From an optimization exercise on the open Yosys and OpenROAD flow, aimed at small area, a short achievable clock period and few clock cycles per item; shortcuts taken in it are not production practice.
In this exercise RTL edits were held to simulation tests only and were not proved equivalent to the original.
No activity file was given, so power comes from the tool's default toggle rates.

--- design.v ---
`timescale 1ns / 1ps
module order_matching_engine(
    input CLK,
    input RESET,
    input packet_ready,
    input [31:0] payload_data,
    output order_ready,
    output reg trade_valid,
    output reg [7:0] trade_price,
    output reg [7:0] trade_qty,
    output reg [7:0] buy_id,
    output reg [7:0] sell_id
);
localparam N = 16;
function le8(input [7:0] a, input [7:0] b);
    integer j;
    reg r;
    begin
        r = 1'b1;
        for (j = 0; j < 8; j = j + 1)
            r = (~a[j] & b[j]) | (~a[j] & r) | (b[j] & r);
        le8 = r;
    end
endfunction
function [8:0] add8(input [7:0] a, input [7:0] b, input cin);
    integer i, d;
    reg [7:0] g, p, gg, pp;
    begin
        g = a & b;
        p = a ^ b;
        gg = g;
        pp = p;
        gg[0] = g[0] | (p[0] & cin);
        for (d = 1; d < 8; d = d * 2)
            for (i = 7; i >= d; i = i - 1) begin
                gg[i] = gg[i] | (pp[i] & gg[i-d]);
                pp[i] = pp[i] & pp[i-d];
            end
        add8 = {gg[7], p ^ {gg[6:0], cin}};
    end
endfunction
function [N-1:0] lowest(input [N-1:0] v);
    integer i, d;
    reg [N-1:0] pre;            
    begin
        pre = v;
        for (d = 1; d < N; d = d * 2)
            for (i = N - 1; i >= d; i = i - 1)
                pre[i] = pre[i] | pre[i-d];
        lowest = v & ~{pre[N-2:0], 1'b0};
    end
endfunction
integer k;
reg ready_r;
assign order_ready = ready_r;
reg       i_v;
reg       i_cancel, i_side;
reg [7:0] i_p, i_q, i_id;
reg       o_v;
reg       o_cancel, o_side;
reg [7:0] o_p, o_q, o_id;
reg [N-1:0] pre_hit;      
reg [N-1:0] pre_qlt;      
reg         fwd_hit;      
reg         fwd_rel;      
reg         o_srch;       
reg [8:0]   q_sum;        
reg         q_lt_prev;    
reg [N-1:0] bv, av;
reg [7:0] bp [0:N-1];
reg [7:0] bq [0:N-1];
reg [7:0] bi [0:N-1];
reg [7:0] ap [0:N-1];
reg [7:0] aq [0:N-1];
reg [7:0] ai [0:N-1];
reg [3:0] ins_p;
reg [N-1:0] lw_ins;       
reg [N-1:0] pw_oh;        
reg         pw_side;
reg         pw_ins;       
reg [7:0]   pw_oq;        
reg [7:0]   pw_sel;       
reg [N-1:0] lw_wq;
reg         lw_wq_side;
reg [7:0]   lw_q;
always @(posedge CLK) begin
    if (RESET) begin
        ready_r <= 1'b0;
        i_v     <= 1'b0;
        o_v     <= 1'b0;
    end else begin
        ready_r <= 1'b1;
        i_v     <= packet_ready & ready_r;
        o_v     <= i_v;
    end
end
always @(posedge CLK) begin
    i_cancel <= payload_data[31];
    i_side   <= payload_data[24];
    i_p      <= payload_data[23:16];
    i_q      <= payload_data[15:8];
    i_id     <= payload_data[7:0];
end
reg [N-1:0] a_hit, a_qlt;
always @* begin
    for (k = 0; k < N; k = k + 1) begin
        if (i_cancel)
            a_hit[k] = i_side ? (ai[k] == i_id) : (bi[k] == i_id);
        else
            a_hit[k] = i_side ? le8(i_p, bp[k]) : le8(ap[k], i_p);
        a_qlt[k] = i_side ? ~le8(bq[k], i_q) : ~le8(aq[k], i_q);
    end
end
wire a_srch = i_cancel ? i_side : ~i_side;
wire a_fwd = i_cancel ? (o_id == i_id) : (i_side ? le8(i_p, o_p) : le8(o_p, i_p));
always @(posedge CLK) begin
    o_cancel <= i_cancel;
    o_side   <= i_side;
    o_p      <= i_p;
    o_q      <= i_q;
    o_id     <= i_id;
    pre_hit  <= a_hit;
    pre_qlt  <= a_qlt;
    fwd_hit  <= a_fwd;
    fwd_rel  <= o_side == a_srch;
    o_srch   <= a_srch;
    q_sum    <= {1'b0, i_q} + {1'b0, o_q};
    q_lt_prev <= ~le8(o_q, i_q);
end
wire [N-1:0] fwd_on = lw_ins & {N{fwd_rel}};
wire [N-1:0] hit_c = (pre_hit & ~fwd_on) | (fwd_on & {N{fwd_hit}});
wire [N-1:0] hit   = hit_c & (o_srch ? av : bv);
wire [N-1:0] first = lowest(hit);
wire any_hit = |hit;
wire [8:0] pw_dif = add8(pw_sel, ~pw_oq, 1'b1);
wire [7:0] pw_val = pw_ins ? pw_oq : pw_dif[7:0];
wire q_fwd1 = pw_ins ? q_lt_prev : (q_sum < {1'b0, pw_sel});
wire q_fwd2 = ~le8(lw_q, o_q);
wire [N-1:0] e1 = (pw_side == ~o_side) ? pw_oh : {N{1'b0}};
wire [N-1:0] e2 = (lw_wq_side == ~o_side) ? lw_wq : {N{1'b0}};
wire [N-1:0] qlt = (pre_qlt & ~e1 & ~e2) | (e1 & {N{q_fwd1}}) | (e2 & ~e1 & {N{q_fwd2}});
wire [N-1:0] fb = first & {N{o_side}};
wire [N-1:0] fa = first & {N{~o_side}};
reg [7:0] sel_q;
always @* begin
    sel_q = 8'd0;
    for (k = 0; k < N; k = k + 1)
        sel_q = sel_q | ({8{fb[k]}} & bq[k]) | ({8{fa[k]}} & aq[k]);
end
wire       part  = |(first & qlt);           
wire       same1 = |(first & e1);            
wire [7:0] sel_qe = same1 ? pw_val : sel_q;
wire [N-1:0] own_v = o_side ? av : bv;
wire [N-1:0] emp   = ~own_v;
wire [N-1:0] hmask = {N{1'b1}} << ins_p;
wire [N-1:0] emp_hi = emp & hmask;
wire [N-1:0] ins_oh = (|emp_hi) ? lowest(emp_hi) : lowest(emp);
wire any_emp = |emp;
reg  [3:0] ins_nx;
always @* begin
    ins_nx = 4'd0;
    for (k = 0; k < N; k = k + 1)
        if (ins_oh[k]) ins_nx = ins_nx | (k[3:0] + 4'd1);
end
wire do_match  = o_v & ~o_cancel & any_hit;
wire do_cancel = o_v &  o_cancel & any_hit;
wire do_insert = o_v & ~o_cancel & ~any_hit & any_emp;
wire [N-1:0] clr   = first & ~(qlt & {N{~o_cancel}});
wire [N-1:0] clr_b = ((do_cancel & ~o_side) | (do_match &  o_side)) ? clr : {N{1'b0}};
wire [N-1:0] clr_a = ((do_cancel &  o_side) | (do_match & ~o_side)) ? clr : {N{1'b0}};
wire [N-1:0] set_o = do_insert ? ins_oh : {N{1'b0}};
wire [N-1:0] set_b = o_side ? {N{1'b0}} : set_o;
wire [N-1:0] set_a = o_side ? set_o : {N{1'b0}};
wire [N-1:0] wr_b  = o_side ? {N{1'b0}} : ins_oh;
wire [N-1:0] wr_a  = o_side ? ins_oh : {N{1'b0}};
wire [N-1:0] dec_o = do_match ? (first & qlt) : {N{1'b0}};
wire [N-1:0] wq_o  = set_o | dec_o;           
wire         wq_side = do_insert ? o_side : ~o_side;
reg book_rst;
always @(posedge CLK) book_rst <= RESET;
always @(posedge CLK) begin
    if (book_rst) begin
        bv    <= {N{1'b0}};
        av    <= {N{1'b0}};
        ins_p <= 4'd0;
    end else begin
        bv <= (bv & ~clr_b) | set_b;
        av <= (av & ~clr_a) | set_a;
        if (do_insert) ins_p <= ins_nx;
    end
end
always @(posedge CLK) begin
    lw_ins      <= ins_oh;
    pw_oh       <= wq_o;
    pw_side     <= wq_side;
    pw_ins      <= do_insert;
    pw_oq       <= o_q;
    pw_sel      <= sel_qe;
    lw_wq       <= pw_oh;
    lw_wq_side  <= pw_side;
    lw_q        <= pw_val;
end
wire [N-1:0] pw_b = pw_side ? {N{1'b0}} : pw_oh;
wire [N-1:0] pw_a = pw_side ? pw_oh : {N{1'b0}};
always @(posedge CLK) begin
    for (k = 0; k < N; k = k + 1) begin
        if (wr_b[k]) begin
            bp[k] <= o_p;
            bi[k] <= o_id;
        end
        if (pw_b[k]) bq[k] <= pw_val;
        if (wr_a[k]) begin
            ap[k] <= o_p;
            ai[k] <= o_id;
        end
        if (pw_a[k]) aq[k] <= pw_val;
    end
end
reg         tc_v;
reg [N-1:0] tc_first;
reg         tc_side, tc_part;
reg [7:0]   tc_oid;
always @(posedge CLK) begin
    if (RESET) tc_v <= 1'b0;
    else       tc_v <= do_match;
end
always @(posedge CLK) begin
    tc_first <= first;
    tc_side  <= o_side;
    tc_part  <= part;
    tc_oid   <= o_id;
end
wire [N-1:0] tb_f = tc_first & {N{tc_side}};
wire [N-1:0] ta_f = tc_first & {N{~tc_side}};
reg [7:0] sel_p, sel_id;
always @* begin
    sel_p = 8'd0; sel_id = 8'd0;
    for (k = 0; k < N; k = k + 1) begin
        sel_p  = sel_p  | ({8{tb_f[k]}} & bp[k]) | ({8{ta_f[k]}} & ap[k]);
        sel_id = sel_id | ({8{tb_f[k]}} & bi[k]) | ({8{ta_f[k]}} & ai[k]);
    end
end
always @(posedge CLK) begin
    if (RESET) trade_valid <= 1'b0;
    else       trade_valid <= tc_v;
end
always @(posedge CLK) begin
    trade_price <= sel_p;
    trade_qty   <= tc_part ? pw_oq : pw_sel;
    buy_id      <= tc_side ? sel_id : tc_oid;
    sell_id     <= tc_side ? tc_oid : sel_id;
end
endmodule
`timescale 1ns / 1ps
module risk_management(
    input CLK,
    input RESET,
    input TRADE_VALID,
    input wire [7:0] TRADE_PRICE,
    input wire [7:0] TRADE_QTY,
    input wire [7:0] BUY_ID,
    input wire [7:0] SELL_ID,
    output reg TRADE_APPROVED,
    output reg [7:0] APPR_PRICE,
    output reg [7:0] APPR_QTY,
    output reg [7:0] APPR_BUY_ID,
    output reg [7:0] APPR_SELL_ID
);
    localparam MAX_POSITION = 100;
    localparam MAX_EXPOSURE = 5000;
    function [17:0] add17(input [16:0] a, input [16:0] b, input cin);
        integer i, d;
        reg [16:0] g, p, gg, pp;
        begin
            g = a & b;
            p = a ^ b;
            gg = g;
            pp = p;
            gg[0] = g[0] | (p[0] & cin);
            for (d = 1; d < 17; d = d * 2)
                for (i = 16; i >= d; i = i - 1) begin
                    gg[i] = gg[i] | (pp[i] & gg[i-d]);
                    pp[i] = pp[i] & pp[i-d];
                end
            add17 = {gg[16], p ^ {gg[15:0], cin}};
        end
    endfunction
    reg [6:0]  room_pos;    
    reg [12:0] room_exp;    
    wire csa_s0 = (TRADE_QTY[0] & TRADE_PRICE[6]) ^ (TRADE_QTY[1] & TRADE_PRICE[5]);
    wire csa_c0 = (TRADE_QTY[0] & TRADE_PRICE[6]) & (TRADE_QTY[1] & TRADE_PRICE[5]);
    wire csa_s1 = (TRADE_QTY[0] & TRADE_PRICE[7]) ^ (TRADE_QTY[1] & TRADE_PRICE[6]) ^ (TRADE_QTY[2] & TRADE_PRICE[5]);
    wire csa_c1 = ((TRADE_QTY[0] & TRADE_PRICE[7]) & (TRADE_QTY[1] & TRADE_PRICE[6])) | ((TRADE_QTY[0] & TRADE_PRICE[7]) & (TRADE_QTY[2] & TRADE_PRICE[5])) | ((TRADE_QTY[1] & TRADE_PRICE[6]) & (TRADE_QTY[2] & TRADE_PRICE[5]));
    wire csa_s2 = (TRADE_QTY[3] & TRADE_PRICE[4]) ^ (TRADE_QTY[4] & TRADE_PRICE[3]);
    wire csa_c2 = (TRADE_QTY[3] & TRADE_PRICE[4]) & (TRADE_QTY[4] & TRADE_PRICE[3]);
    wire csa_s3 = (TRADE_QTY[1] & TRADE_PRICE[7]) ^ (TRADE_QTY[2] & TRADE_PRICE[6]) ^ (TRADE_QTY[3] & TRADE_PRICE[5]);
    wire csa_c3 = ((TRADE_QTY[1] & TRADE_PRICE[7]) & (TRADE_QTY[2] & TRADE_PRICE[6])) | ((TRADE_QTY[1] & TRADE_PRICE[7]) & (TRADE_QTY[3] & TRADE_PRICE[5])) | ((TRADE_QTY[2] & TRADE_PRICE[6]) & (TRADE_QTY[3] & TRADE_PRICE[5]));
    wire csa_s4 = (TRADE_QTY[4] & TRADE_PRICE[4]) ^ (TRADE_QTY[5] & TRADE_PRICE[3]);
    wire csa_c4 = (TRADE_QTY[4] & TRADE_PRICE[4]) & (TRADE_QTY[5] & TRADE_PRICE[3]);
    wire csa_s5 = (TRADE_QTY[2] & TRADE_PRICE[7]) ^ (TRADE_QTY[3] & TRADE_PRICE[6]) ^ (TRADE_QTY[4] & TRADE_PRICE[5]);
    wire csa_c5 = ((TRADE_QTY[2] & TRADE_PRICE[7]) & (TRADE_QTY[3] & TRADE_PRICE[6])) | ((TRADE_QTY[2] & TRADE_PRICE[7]) & (TRADE_QTY[4] & TRADE_PRICE[5])) | ((TRADE_QTY[3] & TRADE_PRICE[6]) & (TRADE_QTY[4] & TRADE_PRICE[5]));
    wire csa_s6 = (TRADE_QTY[0] & TRADE_PRICE[4]) ^ (TRADE_QTY[1] & TRADE_PRICE[3]);
    wire csa_c6 = (TRADE_QTY[0] & TRADE_PRICE[4]) & (TRADE_QTY[1] & TRADE_PRICE[3]);
    wire csa_s7 = (TRADE_QTY[0] & TRADE_PRICE[5]) ^ (TRADE_QTY[1] & TRADE_PRICE[4]) ^ (TRADE_QTY[2] & TRADE_PRICE[3]);
    wire csa_c7 = ((TRADE_QTY[0] & TRADE_PRICE[5]) & (TRADE_QTY[1] & TRADE_PRICE[4])) | ((TRADE_QTY[0] & TRADE_PRICE[5]) & (TRADE_QTY[2] & TRADE_PRICE[3])) | ((TRADE_QTY[1] & TRADE_PRICE[4]) & (TRADE_QTY[2] & TRADE_PRICE[3]));
    wire csa_s8 = (TRADE_QTY[3] & TRADE_PRICE[2]) ^ (TRADE_QTY[4] & TRADE_PRICE[1]);
    wire csa_c8 = (TRADE_QTY[3] & TRADE_PRICE[2]) & (TRADE_QTY[4] & TRADE_PRICE[1]);
    wire csa_s9 = (TRADE_QTY[2] & TRADE_PRICE[4]) ^ (TRADE_QTY[3] & TRADE_PRICE[3]) ^ (TRADE_QTY[4] & TRADE_PRICE[2]);
    wire csa_c9 = ((TRADE_QTY[2] & TRADE_PRICE[4]) & (TRADE_QTY[3] & TRADE_PRICE[3])) | ((TRADE_QTY[2] & TRADE_PRICE[4]) & (TRADE_QTY[4] & TRADE_PRICE[2])) | ((TRADE_QTY[3] & TRADE_PRICE[3]) & (TRADE_QTY[4] & TRADE_PRICE[2]));
    wire csa_s10 = (TRADE_QTY[5] & TRADE_PRICE[1]) ^ (TRADE_QTY[6] & TRADE_PRICE[0]) ^ csa_s0;
    wire csa_c10 = ((TRADE_QTY[5] & TRADE_PRICE[1]) & (TRADE_QTY[6] & TRADE_PRICE[0])) | ((TRADE_QTY[5] & TRADE_PRICE[1]) & csa_s0) | ((TRADE_QTY[6] & TRADE_PRICE[0]) & csa_s0);
    wire csa_s11 = (TRADE_QTY[5] & TRADE_PRICE[2]) ^ (TRADE_QTY[6] & TRADE_PRICE[1]) ^ (TRADE_QTY[7] & TRADE_PRICE[0]);
    wire csa_c11 = ((TRADE_QTY[5] & TRADE_PRICE[2]) & (TRADE_QTY[6] & TRADE_PRICE[1])) | ((TRADE_QTY[5] & TRADE_PRICE[2]) & (TRADE_QTY[7] & TRADE_PRICE[0])) | ((TRADE_QTY[6] & TRADE_PRICE[1]) & (TRADE_QTY[7] & TRADE_PRICE[0]));
    wire csa_s12 = csa_c0 ^ csa_s1 ^ csa_s2;
    wire csa_c12 = (csa_c0 & csa_s1) | (csa_c0 & csa_s2) | (csa_s1 & csa_s2);
    wire csa_s13 = (TRADE_QTY[6] & TRADE_PRICE[2]) ^ (TRADE_QTY[7] & TRADE_PRICE[1]) ^ csa_c1;
    wire csa_c13 = ((TRADE_QTY[6] & TRADE_PRICE[2]) & (TRADE_QTY[7] & TRADE_PRICE[1])) | ((TRADE_QTY[6] & TRADE_PRICE[2]) & csa_c1) | ((TRADE_QTY[7] & TRADE_PRICE[1]) & csa_c1);
    wire csa_s14 = csa_c2 ^ csa_s3 ^ csa_s4;
    wire csa_c14 = (csa_c2 & csa_s3) | (csa_c2 & csa_s4) | (csa_s3 & csa_s4);
    wire csa_s15 = (TRADE_QTY[5] & TRADE_PRICE[4]) ^ (TRADE_QTY[6] & TRADE_PRICE[3]) ^ (TRADE_QTY[7] & TRADE_PRICE[2]);
    wire csa_c15 = ((TRADE_QTY[5] & TRADE_PRICE[4]) & (TRADE_QTY[6] & TRADE_PRICE[3])) | ((TRADE_QTY[5] & TRADE_PRICE[4]) & (TRADE_QTY[7] & TRADE_PRICE[2])) | ((TRADE_QTY[6] & TRADE_PRICE[3]) & (TRADE_QTY[7] & TRADE_PRICE[2]));
    wire csa_s16 = csa_c3 ^ csa_c4 ^ csa_s5;
    wire csa_c16 = (csa_c3 & csa_c4) | (csa_c3 & csa_s5) | (csa_c4 & csa_s5);
    wire csa_s17 = (TRADE_QTY[3] & TRADE_PRICE[7]) ^ (TRADE_QTY[4] & TRADE_PRICE[6]) ^ (TRADE_QTY[5] & TRADE_PRICE[5]);
    wire csa_c17 = ((TRADE_QTY[3] & TRADE_PRICE[7]) & (TRADE_QTY[4] & TRADE_PRICE[6])) | ((TRADE_QTY[3] & TRADE_PRICE[7]) & (TRADE_QTY[5] & TRADE_PRICE[5])) | ((TRADE_QTY[4] & TRADE_PRICE[6]) & (TRADE_QTY[5] & TRADE_PRICE[5]));
    wire csa_s18 = (TRADE_QTY[6] & TRADE_PRICE[4]) ^ (TRADE_QTY[7] & TRADE_PRICE[3]) ^ csa_c5;
    wire csa_c18 = ((TRADE_QTY[6] & TRADE_PRICE[4]) & (TRADE_QTY[7] & TRADE_PRICE[3])) | ((TRADE_QTY[6] & TRADE_PRICE[4]) & csa_c5) | ((TRADE_QTY[7] & TRADE_PRICE[3]) & csa_c5);
    wire csa_s19 = (TRADE_QTY[4] & TRADE_PRICE[7]) ^ (TRADE_QTY[5] & TRADE_PRICE[6]) ^ (TRADE_QTY[6] & TRADE_PRICE[5]);
    wire csa_c19 = ((TRADE_QTY[4] & TRADE_PRICE[7]) & (TRADE_QTY[5] & TRADE_PRICE[6])) | ((TRADE_QTY[4] & TRADE_PRICE[7]) & (TRADE_QTY[6] & TRADE_PRICE[5])) | ((TRADE_QTY[5] & TRADE_PRICE[6]) & (TRADE_QTY[6] & TRADE_PRICE[5]));
    wire csa_s20 = (TRADE_QTY[0] & TRADE_PRICE[3]) ^ (TRADE_QTY[1] & TRADE_PRICE[2]);
    wire csa_c20 = (TRADE_QTY[0] & TRADE_PRICE[3]) & (TRADE_QTY[1] & TRADE_PRICE[2]);
    wire csa_s21 = (TRADE_QTY[2] & TRADE_PRICE[2]) ^ (TRADE_QTY[3] & TRADE_PRICE[1]) ^ (TRADE_QTY[4] & TRADE_PRICE[0]);
    wire csa_c21 = ((TRADE_QTY[2] & TRADE_PRICE[2]) & (TRADE_QTY[3] & TRADE_PRICE[1])) | ((TRADE_QTY[2] & TRADE_PRICE[2]) & (TRADE_QTY[4] & TRADE_PRICE[0])) | ((TRADE_QTY[3] & TRADE_PRICE[1]) & (TRADE_QTY[4] & TRADE_PRICE[0]));
    wire csa_s22 = (TRADE_QTY[5] & TRADE_PRICE[0]) ^ csa_c6 ^ csa_s7;
    wire csa_c22 = ((TRADE_QTY[5] & TRADE_PRICE[0]) & csa_c6) | ((TRADE_QTY[5] & TRADE_PRICE[0]) & csa_s7) | (csa_c6 & csa_s7);
    wire csa_s23 = csa_c7 ^ csa_c8 ^ csa_s9;
    wire csa_c23 = (csa_c7 & csa_c8) | (csa_c7 & csa_s9) | (csa_c8 & csa_s9);
    wire csa_s24 = csa_c9 ^ csa_c10 ^ csa_s11;
    wire csa_c24 = (csa_c9 & csa_c10) | (csa_c9 & csa_s11) | (csa_c10 & csa_s11);
    wire csa_s25 = csa_c11 ^ csa_c12 ^ csa_s13;
    wire csa_c25 = (csa_c11 & csa_c12) | (csa_c11 & csa_s13) | (csa_c12 & csa_s13);
    wire csa_s26 = csa_c13 ^ csa_c14 ^ csa_s15;
    wire csa_c26 = (csa_c13 & csa_c14) | (csa_c13 & csa_s15) | (csa_c14 & csa_s15);
    wire csa_s27 = csa_c15 ^ csa_c16 ^ csa_s17;
    wire csa_c27 = (csa_c15 & csa_c16) | (csa_c15 & csa_s17) | (csa_c16 & csa_s17);
    wire csa_s28 = (TRADE_QTY[7] & TRADE_PRICE[4]) ^ csa_c17 ^ csa_c18;
    wire csa_c28 = ((TRADE_QTY[7] & TRADE_PRICE[4]) & csa_c17) | ((TRADE_QTY[7] & TRADE_PRICE[4]) & csa_c18) | (csa_c17 & csa_c18);
    wire csa_s29 = (TRADE_QTY[5] & TRADE_PRICE[7]) ^ (TRADE_QTY[6] & TRADE_PRICE[6]) ^ (TRADE_QTY[7] & TRADE_PRICE[5]);
    wire csa_c29 = ((TRADE_QTY[5] & TRADE_PRICE[7]) & (TRADE_QTY[6] & TRADE_PRICE[6])) | ((TRADE_QTY[5] & TRADE_PRICE[7]) & (TRADE_QTY[7] & TRADE_PRICE[5])) | ((TRADE_QTY[6] & TRADE_PRICE[6]) & (TRADE_QTY[7] & TRADE_PRICE[5]));
    wire csa_s30 = (TRADE_QTY[0] & TRADE_PRICE[2]) ^ (TRADE_QTY[1] & TRADE_PRICE[1]);
    wire csa_c30 = (TRADE_QTY[0] & TRADE_PRICE[2]) & (TRADE_QTY[1] & TRADE_PRICE[1]);
    wire csa_s31 = (TRADE_QTY[2] & TRADE_PRICE[1]) ^ (TRADE_QTY[3] & TRADE_PRICE[0]) ^ csa_s20;
    wire csa_c31 = ((TRADE_QTY[2] & TRADE_PRICE[1]) & (TRADE_QTY[3] & TRADE_PRICE[0])) | ((TRADE_QTY[2] & TRADE_PRICE[1]) & csa_s20) | ((TRADE_QTY[3] & TRADE_PRICE[0]) & csa_s20);
    wire csa_s32 = csa_s6 ^ csa_c20 ^ csa_s21;
    wire csa_c32 = (csa_s6 & csa_c20) | (csa_s6 & csa_s21) | (csa_c20 & csa_s21);
    wire csa_s33 = csa_s8 ^ csa_c21 ^ csa_s22;
    wire csa_c33 = (csa_s8 & csa_c21) | (csa_s8 & csa_s22) | (csa_c21 & csa_s22);
    wire csa_s34 = csa_s10 ^ csa_c22 ^ csa_s23;
    wire csa_c34 = (csa_s10 & csa_c22) | (csa_s10 & csa_s23) | (csa_c22 & csa_s23);
    wire csa_s35 = csa_s12 ^ csa_c23 ^ csa_s24;
    wire csa_c35 = (csa_s12 & csa_c23) | (csa_s12 & csa_s24) | (csa_c23 & csa_s24);
    wire csa_s36 = csa_s14 ^ csa_c24 ^ csa_s25;
    wire csa_c36 = (csa_s14 & csa_c24) | (csa_s14 & csa_s25) | (csa_c24 & csa_s25);
    wire csa_s37 = csa_s16 ^ csa_c25 ^ csa_s26;
    wire csa_c37 = (csa_s16 & csa_c25) | (csa_s16 & csa_s26) | (csa_c25 & csa_s26);
    wire csa_s38 = csa_s18 ^ csa_c26 ^ csa_s27;
    wire csa_c38 = (csa_s18 & csa_c26) | (csa_s18 & csa_s27) | (csa_c26 & csa_s27);
    wire csa_s39 = csa_s19 ^ csa_c27 ^ csa_s28;
    wire csa_c39 = (csa_s19 & csa_c27) | (csa_s19 & csa_s28) | (csa_c27 & csa_s28);
    wire csa_s40 = csa_c19 ^ csa_c28 ^ csa_s29;
    wire csa_c40 = (csa_c19 & csa_c28) | (csa_c19 & csa_s29) | (csa_c28 & csa_s29);
    wire csa_s41 = (TRADE_QTY[6] & TRADE_PRICE[7]) ^ (TRADE_QTY[7] & TRADE_PRICE[6]) ^ csa_c29;
    wire csa_c41 = ((TRADE_QTY[6] & TRADE_PRICE[7]) & (TRADE_QTY[7] & TRADE_PRICE[6])) | ((TRADE_QTY[6] & TRADE_PRICE[7]) & csa_c29) | ((TRADE_QTY[7] & TRADE_PRICE[6]) & csa_c29);
    wire [15:0] mul_s = {1'b0, (TRADE_QTY[7] & TRADE_PRICE[7]), csa_c40, csa_c39, csa_c38, csa_c37, csa_c36, csa_c35, csa_c34, csa_c33, csa_c32, csa_c31, csa_c30, (TRADE_QTY[2] & TRADE_PRICE[0]), (TRADE_QTY[0] & TRADE_PRICE[1]), (TRADE_QTY[0] & TRADE_PRICE[0])};
    wire [15:0] mul_c = {1'b0, csa_c41, csa_s41, csa_s40, csa_s39, csa_s38, csa_s37, csa_s36, csa_s35, csa_s34, csa_s33, csa_s32, csa_s31, csa_s30, (TRADE_QTY[1] & TRADE_PRICE[0]), 1'b0};
    reg        t_v;
    reg [7:0]  t_price, t_qty, t_buy, t_sell;
    reg [15:0] t_s, t_c;
    always @(posedge CLK) begin
        if (RESET) t_v <= 1'b0;
        else       t_v <= TRADE_VALID;
    end
    always @(posedge CLK) begin
        t_price <= TRADE_PRICE;
        t_qty   <= TRADE_QTY;
        t_buy   <= BUY_ID;
        t_sell  <= SELL_ID;
        t_s     <= mul_s;
        t_c     <= mul_c;
    end
    wire [16:0] x = {4'b0000, room_exp};
    wire [16:0] y = ~{1'b0, t_s};
    wire [16:0] z = ~{1'b0, t_c};
    wire [16:0] s3 = x ^ y ^ z;
    wire [16:0] c3 = (x & y) | (x & z) | (y & z);
    wire [17:0] ne = add17(s3, {c3[15:0], 1'b1}, 1'b1);
    wire [17:0] np = add17({10'd0, room_pos}, {9'h1ff, ~t_qty}, 1'b1);
    wire ok = t_v & np[17] & ~ne[16];
    reg room_rst;
    always @(posedge CLK) room_rst <= RESET;
    always @(posedge CLK) begin
        if (RESET) TRADE_APPROVED <= 1'b0;
        else       TRADE_APPROVED <= ok;
    end
    always @(posedge CLK) begin
        if (room_rst) begin
            room_pos <= MAX_POSITION;
            room_exp <= MAX_EXPOSURE;
        end else if (ok) begin
            room_pos <= np[6:0];
            room_exp <= ne[12:0];
        end
    end
    always @(posedge CLK) begin
        APPR_PRICE   <= t_price;
        APPR_QTY     <= t_qty;
        APPR_BUY_ID  <= t_buy;
        APPR_SELL_ID <= t_sell;
    end
endmodule
`timescale 1ns / 1ps
module trading_core(
    input clk,
    input rst,
    input order_valid,
    input [31:0] order_data,
    output order_ready,
    output trade_valid,
    output [7:0] trade_price,
    output [7:0] trade_qty,
    output [7:0] trade_buy_id,
    output [7:0] trade_sell_id,
    output appr_valid,
    output [7:0] appr_price,
    output [7:0] appr_qty,
    output [7:0] appr_buy_id,
    output [7:0] appr_sell_id
);
    order_matching_engine ORDER_MATCHING_ENGINE(
        .CLK(clk),
        .RESET(rst),
        .packet_ready(order_valid),
        .payload_data(order_data),
        .order_ready(order_ready),
        .trade_valid(trade_valid),
        .trade_price(trade_price),
        .trade_qty(trade_qty),
        .buy_id(trade_buy_id),
        .sell_id(trade_sell_id)
    );
    risk_management RISK (
        .CLK(clk),
        .RESET(rst),
        .TRADE_VALID(trade_valid),
        .TRADE_PRICE(trade_price),
        .TRADE_QTY(trade_qty),
        .BUY_ID(trade_buy_id),
        .SELL_ID(trade_sell_id),
        .TRADE_APPROVED(appr_valid),
        .APPR_PRICE(appr_price),
        .APPR_QTY(appr_qty),
        .APPR_BUY_ID(appr_buy_id),
        .APPR_SELL_ID(appr_sell_id)
    );
endmodule
--- run.sh ---
#!/bin/bash
# synth_recipe.tcl (not shown) runs the flow's synth.tcl, then flattens the netlist and writes it again
# the make line also repeats each setting of config.mk as NAME=value (left out here)
make -C /OpenROAD-flow-scripts/flow DESIGN_CONFIG=/design/flow/config.mk WORK_HOME=/design/flow/orfs CLKGATE_MAP_FILE= SYNTH_SCRIPT=/design/flow/synth_recipe.tcl finish
--- config.mk ---
export PLATFORM = sky130hd
export DESIGN_NAME = trading_core
export DESIGN_NICKNAME = trading_core
export VERILOG_FILES = /design/flow/design.v
export SDC_FILE = /design/flow/constraint.sdc
export NUM_CORES = 4
export LEC_CHECK = 0
export CAP_MARGIN = 20
export CORE_MARGIN = 2
export CORE_UTILIZATION = 68
export PLACE_DENSITY = 0.76
export SETUP_SLACK_MARGIN = 5
export SLEW_MARGIN = 20
export TNS_END_PERCENT = 100
--- constraint.sdc ---
create_clock -name core_clock -period 8.0 [get_ports {clk}]
set_input_delay 1.6000 -clock core_clock [delete_from_list [all_inputs] [get_ports {clk}]]
set_output_delay 1.6000 -clock core_clock [all_outputs]
set_load 0.01 [all_outputs]
==> metrics.csv <==
metric,value,unit
outcome,finished clean,
crit path time final,3560,ps
vias in the first global route,40000,
clk_skew,30.0,ps
cts bufs inserted,115,
clock slew at reported path FFs,70,ps
Tcrit/Tclk final,44.5,%
ANT nets after route,0,
fmax,0.281,GHz
Clock Latency Late Sink,720,ps
DR WL met3,31700,µm
Final GP Congestion,0.965,
wire length on met2,78200,µm
maxcap violations,0,
Met1 Routed Length,64400,µm
Critical Path AT,4140,ps
drt initial violations,7331,
Buf/Inv on CP,3,
Port Buf Inserts,95,
Die W,284,µm
Synth Flop Type,edfxtp_1,
critical path required time,8590,ps
Critical Path Start Type,flop,
Setup TNS Final,0,ps
RSZ-0062 raised after global routing,true,
first-pass GRT wire length,261000,µm
initial antenna violation count,18,
drc violations,0,
Final setup viols,0,
Post-synth ARST share,0,%
share of the yosys chip area belonging to registers,57.9,%
CP top delay family,simple AND/OR/NAND/NOR gates,
Sink Count,1155,
syn nets,4561,
CP max stage delay,530,ps
Ports,102,
root buf cell,clkbuf_16,
DR WL/cell,32.2,µm
Yosys warning total,8,
"Hold-fix buffers, CTS",0,
"commonest non-fill, non-tap cells in the layout","768 x edfxtp_1, 343 x dfxtp_1, 276 x inv_1, 196 x mux2i_1, 195 x buf_4",
max_slew headroom,25.0,%
HP Class,flop to flop,
total die area,80400,µm²
Mapped Cells,4414,
Seq cells post-synth,1155,
Via Count,42100,
distinct cell type count after synthesis,88,
power per cell area,223,nW/µm²
H-tree Lvls,3,
final hold violations,0,
most frequent CP cell,buf_4,
Pwr Total,14.2,mW
largest net degree at the start of global routing,71,
Max Root-Sink Buffers,3,
Final Max Slew Viols,0,
HPWL Detailed,108000,µm
crit-path cells,mux2i_1 -> a311oi_4 -> buf_4 -> buf_4 -> nor4_2 -> buf_4 -> a222oi_1 -> nor2_1 -> nor4_1 -> nand4_1 -> mux2_4,
CTS tree,built,
Critical Setup Path Class,flop to flop,
DR pass1 iterations,10,
Core ar.,77500,µm²
Area Overhead vs Synth,20.0,%
Die H,284,µm
Finished Cell Area,63800,µm²
fin nets,4816,
via/cell ratio,7.24,
Worst-Margin Slew,1120,ps
CP max FO,15,
routed wire length,187000,µm
# rows,102,
"most common cell after layout, fill and taps aside",edfxtp_1,
slowest CP cell,a222oi_1,
crit path capture type,flop,
layout cell share with drive strength beyond 1,19.0,%
Max VDD drop,0.220,mV
global route total overflow,0,
GRT Overall Usage,44.2,%
Lkg Pwr,23.0,nW
Initial Util,68.6,%
Syn Area/Cell,12.0,µm²
Mapped Area,53200,µm²
placed cell area,55600,µm²
top routing layer in use,met5,
Post-synth EDFFs,768,
==> logic make-up (layout without fill, tap and decap cells) <==
| group | count (synthesis) | after routing | synth area share [%] |
|---|---|---|---|
| flip-flops | 1155 | 1155 | 57.9 |
| AO/OA/AOI/OAI | 1139 | 1139 | 15.3 |
| AND/OR/NAND/NOR | 814 | 815 | 7.71 |
| buffers and inverters | 575 | 930 | 4.23 |
| adder cells (fa/ha/maj) | 311 | 311 | 7.09 |
| multiplexers | 253 | 253 | 4.96 |
| XOR/XNOR | 167 | 167 | 2.75 |
| other | 0 | 9 | 0 |
==> synthesized netlist by cell type (28+ instances only) <==
| master | count | area (µm²) |
|---|---|---|
| a31oi_1 | 42 | 263 |
| a22o_1 | 34 | 298 |
| o22ai_1 | 53 | 332 |
| nand4_1 | 36 | 225 |
| mux2_2 | 43 | 484 |
| maj3_1 | 199 | 1990 |
| ha_1 | 62 | 776 |
| inv_1 | 289 | 1080 |
| xnor2_1 | 137 | 1200 |
| nor2b_1 | 42 | 263 |
| a21boi_0 | 29 | 218 |
| a221oi_1 | 62 | 543 |
| and3_1 | 30 | 188 |
| a22oi_1 | 138 | 1040 |
| xor2_1 | 30 | 263 |
| dfxtp_1 | 387 | 7750 |
| o21ai_0 | 180 | 901 |
| fa_1 | 50 | 1000 |
| nor4_1 | 54 | 338 |
| a2bb2oi_1 | 46 | 403 |
| o21a_1 | 28 | 210 |
| clkbuf_1 | 196 | 736 |
| nor2_1 | 178 | 668 |
| and2_1 | 86 | 538 |
| a21oi_1 | 203 | 1020 |
| nand2_1 | 201 | 754 |
| a222oi_1 | 81 | 811 |
| mux2i_1 | 200 | 2000 |
| buf_1 | 46 | 173 |
| edfxtp_1 | 768 | 23100 |
| nor3_1 | 29 | 145 |
| nand3_1 | 94 | 470 |
==> state kept, by name, summed over array words and instances (netlist names), 9 cells and up <==
signal / flops
ORDER_MATCHING_ENGINE.ai: 128
ORDER_MATCHING_ENGINE.bp: 128
ORDER_MATCHING_ENGINE.bv: 16
ORDER_MATCHING_ENGINE.q_sum: 9
ORDER_MATCHING_ENGINE.pw_oh: 16
ORDER_MATCHING_ENGINE.av: 16
RISK.room_exp: 13
RISK.t_c: 14
ORDER_MATCHING_ENGINE.ap: 128
ORDER_MATCHING_ENGINE.pre_hit: 16
ORDER_MATCHING_ENGINE.bi: 128
ORDER_MATCHING_ENGINE.pre_qlt: 16
ORDER_MATCHING_ENGINE.lw_ins: 16
ORDER_MATCHING_ENGINE.tc_first: 16
RISK.t_s: 15
ORDER_MATCHING_ENGINE.bq: 128
ORDER_MATCHING_ENGINE.aq: 128
ORDER_MATCHING_ENGINE.lw_wq: 16
==> worst reg2reg max path, stage by stage, from the launching register on <==
cell      delay (ps)
dfxtp_1          450
mux2i_1          220
a311oi_4         340
buf_4            200
buf_4            110
nor4_2            40
buf_4            230
a222oi_1         540
nor2_1           170
nor4_1           300
nand4_1          410
mux2_4           420
==> power by group <==
group,leakage [nW],switching [mW],internal [mW]
logic,10.9,1.08,0.637
registers,10.1,0.133,6.58
clock network,2.02,2.42,3.36
==> path summary, 6_finish.rpt <==
kind                               start                              end  slack (ps)  cells after the start
max          ORDER_MATCHING_ENGINE.bv[1]  ORDER_MATCHING_ENGINE.pw_sel[4]        4440                     11
min                       RISK.t_sell[3]             RISK.APPR_SELL_ID[3]         320                      0
max reg2reg  ORDER_MATCHING_ENGINE.bv[1]  ORDER_MATCHING_ENGINE.pw_sel[4]        4440                     11
min reg2reg               RISK.t_sell[3]             RISK.APPR_SELL_ID[3]         320                      0
==> metrics by stage <==
step	setup slack, ps	std cells	hold slack (ps)	utilization [%]
finish	4440	5819	320	82.3
global route	4490	5815	329	82.3
detailed placement	3480	5391	312	71.7
CTS	4690	5746	325	80.5
floorplan	4630	4414	310	-
global placement	3430	5389	310	71.7
==> cell type report <==
type                    count  area [µm²]
flip-flops and latches   1155       30900
multi-input cells        2685       21900
fillers                  4175       13700
repair buffers            405        4330
clock buffers             168        3490
well taps                1040        1300
inverters                 305        1220
clock inverters            50         577
repair inverters            2        23.8
diodes                      9        22.5
==> routing by layer <==
metal,up-vias,track usage (%)
met5,-,0
met1,20100,59.0
met2,3797,62.9
met3,970,16.8
li1,17300,-
met4,26,23.3
==> repair_timing <==
| action | in CTS | in global routing |
|---|---|---|
| resized for setup | 420 | 224 |
| hold endpoints to repair | 0 | 0 |
| pin swaps | 90 | 83 |
| buffers inserted | 120 | 61 |
| setup endpoints to repair | 703 | 512 |
| cloned | 17 | 3 |
Testbench counts, summed over its fixed seeds: cycles 3,212, orders 3,200.

==> port drivers added, routing unchanged <==
In the flow no input, the clock included, has a driving cell. The finished layout below was timed again as built, in two steps. Step 1: set_driving_cell puts a clkbuf_16 on clk and a buf_2 on each other input, an assumption about the parent block. Step 2 times the ports against the registers' clock, not the clock port: input delays grow and output delays shrink by t, the midpoint of the rising clock arrivals with the driver on. Slacks: ideal / step 1 / step 2; pairs: ideal / step 1.
shift t [ns]: 0.776
setup slack, ns: 4.441 / 4.441 / 4.441
slew at the worst register clock pin (ns): 0.08 / 0.08
After both steps this run still meets setup and hold. The setup slack of this run moves by 0.000 ns with the drivers and by 0.000 ns with both steps.
